From an optimization exercise on the open Yosys and OpenROAD flow, aimed at small area and a short achievable clock period; shortcuts taken in it are not production practice. Only simulation tests tie the RTL to the original design; equivalence was not proved. Power is estimated from default activity; no workload was simulated.

Design Layer_Decoder, start of the top module:
module Layer_Decoder (
    input  logic         clk,
    input  logic         rst_n,
    input logic uLD_en_i,  
    input  logic [5:0]   layer_id_i,
    input  logic [1:0]   layer_type_i,      
    input  logic [7:0]   in_R_i, in_C_i,    
    input  logic [10:0]   in_D_i, out_K_i,   
    input  logic [1:0]   stride_i,          
    input  logic [1:0]   pad_T_i, pad_B_i, pad_L_i, pad_R_i,
    input  logic [31:0]  base_ifmap_i,
    input  logic [31:0]  base_weight_i,
    input  logic [31:0]  base_bias_i,
    input  logic [31:0]  base_ofmap_i,
    input  logic [3:0]   flags_i,          
    input  logic [7:0]   quant_scale_i,    
    output logic [5:0]   layer_id_o,
    output logic [1:0]   layer_type_o,
    output logic [7:0]   padded_R_o, padded_C_o,
    output logic [10:0]   in_D_o, out_K_o,
    output logic [1:0]   stride_o,
    output logic [1:0]   pad_T_o, pad_B_o, pad_L_o, pad_R_o,
    output logic [1:0]   kH_o, kW_o,  
    output logic [31:0]  base_ifmap_o,
    output logic [31:0]  base_weight_o,
    output logic [31:0]  base_bias_o,
    output logic [31:0]  base_ofmap_o,
    output logic [3:0]   flags_o,
    output logic [5:0]   quant_scale_o,
    output logic [31:0]  tile_n_o,
    output logic [7:0]   tile_D_o,
    output logic [7:0]   tile_K_o,
    output logic [7:0]   tile_D_f_o,
    output logic [7:0]   tile_K_f_o,
    output logic [7:0]   in_R_o,
    output logic [7:0]   in_C_o,
    output logic [7:0]   out_R_o,
    output logic [7:0]   out_C_o
);
Size in the first run: ~2000 cells after synthesis, roughly 15000 um2 of cells after synthesis.
export LEC_CHECK = 0
export ABC_AREA = 1
export CAP_MARGIN = 20
export CORE_MARGIN = 2
export CORE_UTILIZATION = 75
export CTS_BUF_LIST = sky130_fd_sc_hd__clkbuf_8 sky130_fd_sc_hd__clkbuf_16
export CTS_CLUSTER_DIAMETER = 80
export CTS_CLUSTER_SIZE = 24
export SLEW_MARGIN = 20
create_clock -name core_clock -period 200.0 [get_ports {clk}]
standard.sh (not shown) runs the stock make flow with config.mk's settings and CLKGATE_MAP_FILE= SYNTH_SCRIPT=/design/flow/synth_recipe.tcl, a recipe that flattens the netlist after the stock synthesis.
==> flow/flow/run.sh <==
#!/bin/bash
# The standard layout (the standard.sh, ORFS synthesis to final), with one
# change: the buffer that global placement puts on every input and output port
# is sky130_fd_sc_hd__buf_1 instead of the cell buffer_ports picks by default.
# make's full output goes to standard.log here; ORFS keeps each step's log
# under orfs/logs.
set -euo pipefail
cd "$(dirname "$0")/.."
bash standard.sh "BUFFER_PORTS_ARGS=-buffer_cell sky130_fd_sc_hd__buf_1" finish > standard.log 2>&1
The starting point ran to the end with no violations.
Rerun with:
--- a/flow/config.mk
+++ b/flow/config.mk
@@ -11 +11 @@
-export CORE_UTILIZATION = 75
+export CORE_UTILIZATION = 70
What happened:
- setup slack improves by 0.35 ns
- total power falls by 1.3%
- final area hardly moves
- maximum frequency rises by 0.71%
- sequential power falls by about 2%
- register-to-register slack degrades by 0.02 ns
- clock-buffer cell count does not change
- die area rises by 6.9%

---

Starting RTL as in the previous note.
==> flow/config.mk <==
export PLATFORM = sky130hd
export DESIGN_NAME = Layer_Decoder
export DESIGN_NICKNAME = Layer_Decoder
export VERILOG_FILES = /design/flow/design.v
export SDC_FILE = /design/flow/constraint.sdc
export NUM_CORES = 4
export LEC_CHECK = 0
export ABC_AREA = 1
export CAP_MARGIN = 20
export CORE_MARGIN = 2
export CORE_UTILIZATION = 70
export CTS_BUF_LIST = sky130_fd_sc_hd__clkbuf_16
export CTS_CLUSTER_DIAMETER = 80
export CTS_CLUSTER_SIZE = 24
export PLACE_DENSITY = 0.8
export SLEW_MARGIN = 20
==> flow/constraint.sdc <==
create_clock -name core_clock -period 200.0 [get_ports {clk}]
set_input_delay 40.0000 -clock core_clock [delete_from_list [all_inputs] [get_ports {clk}]]
set_output_delay 40.0000 -clock core_clock [all_outputs]
set_load 0.01 [all_outputs]
Scripts as last shown in full above: flow/flow/run.sh
Edit:
==> flow/flow/run.sh (replaced) <==
#!/bin/bash
# The standard layout (the standard.sh, ORFS synthesis to final), with two
# changes to how the layout is made:
#  - the buffer that global placement puts on every input and output port is
#    sky130_fd_sc_hd__buf_1 instead of the cell buffer_ports picks by default;
set -euo pipefail
cd "$(dirname "$0")/.."
bash standard.sh "BUFFER_PORTS_ARGS=-buffer_cell sky130_fd_sc_hd__buf_1" \
    "SETUP_SLACK_MARGIN=152" finish > standard.log 2>&1
Settings changed: CTS_BUF_LIST sky130_fd_sc_hd__clkbuf_16 to default, CTS_CLUSTER_DIAMETER 80 to default, CTS_CLUSTER_SIZE 24 to default, PLACE_DENSITY 0.8 to default.
Outcome:
- The changed run died in 5_1_grt
- synthesized area stays the same
- synthesized cell count stays the same

afterwards: timing with drivers on the ports:
How much do the figures lean on ideal ports? The routed layouts below were timed once more, with nothing changed but the port constraints.
Step 1: set_driving_cell puts a clkbuf_16 on clk and a buf_2 on each other input, an assumption about the parent block.
Step 2 adds t to the input delays and takes it off the output delays; t is the mean of the earliest and latest rising clock arrival at the registers after step 1. Input paths then give back, and output paths get back, about the clock's delay inside the block.
Slacks: ideal ports / drivers / drivers and shift; pairs: ideal ports / drivers.
| run | t (ns) | slack for setup (ns) | latest minus earliest clock arrival (ns) |
|---|---|---|---|
| the first run of note 1 | 0.530 | 149.410 / 149.358 / 149.494 | 0.018 / 0.017 |
| the second run of note 1 | 0.533 | 149.765 / 149.716 / 149.467 | 0.026 / 0.026 |
| the first run of note 2 | 0.533 | 149.765 / 149.716 / 149.467 | 0.026 / 0.026 |
After both steps setup and hold are still met in every run listed.
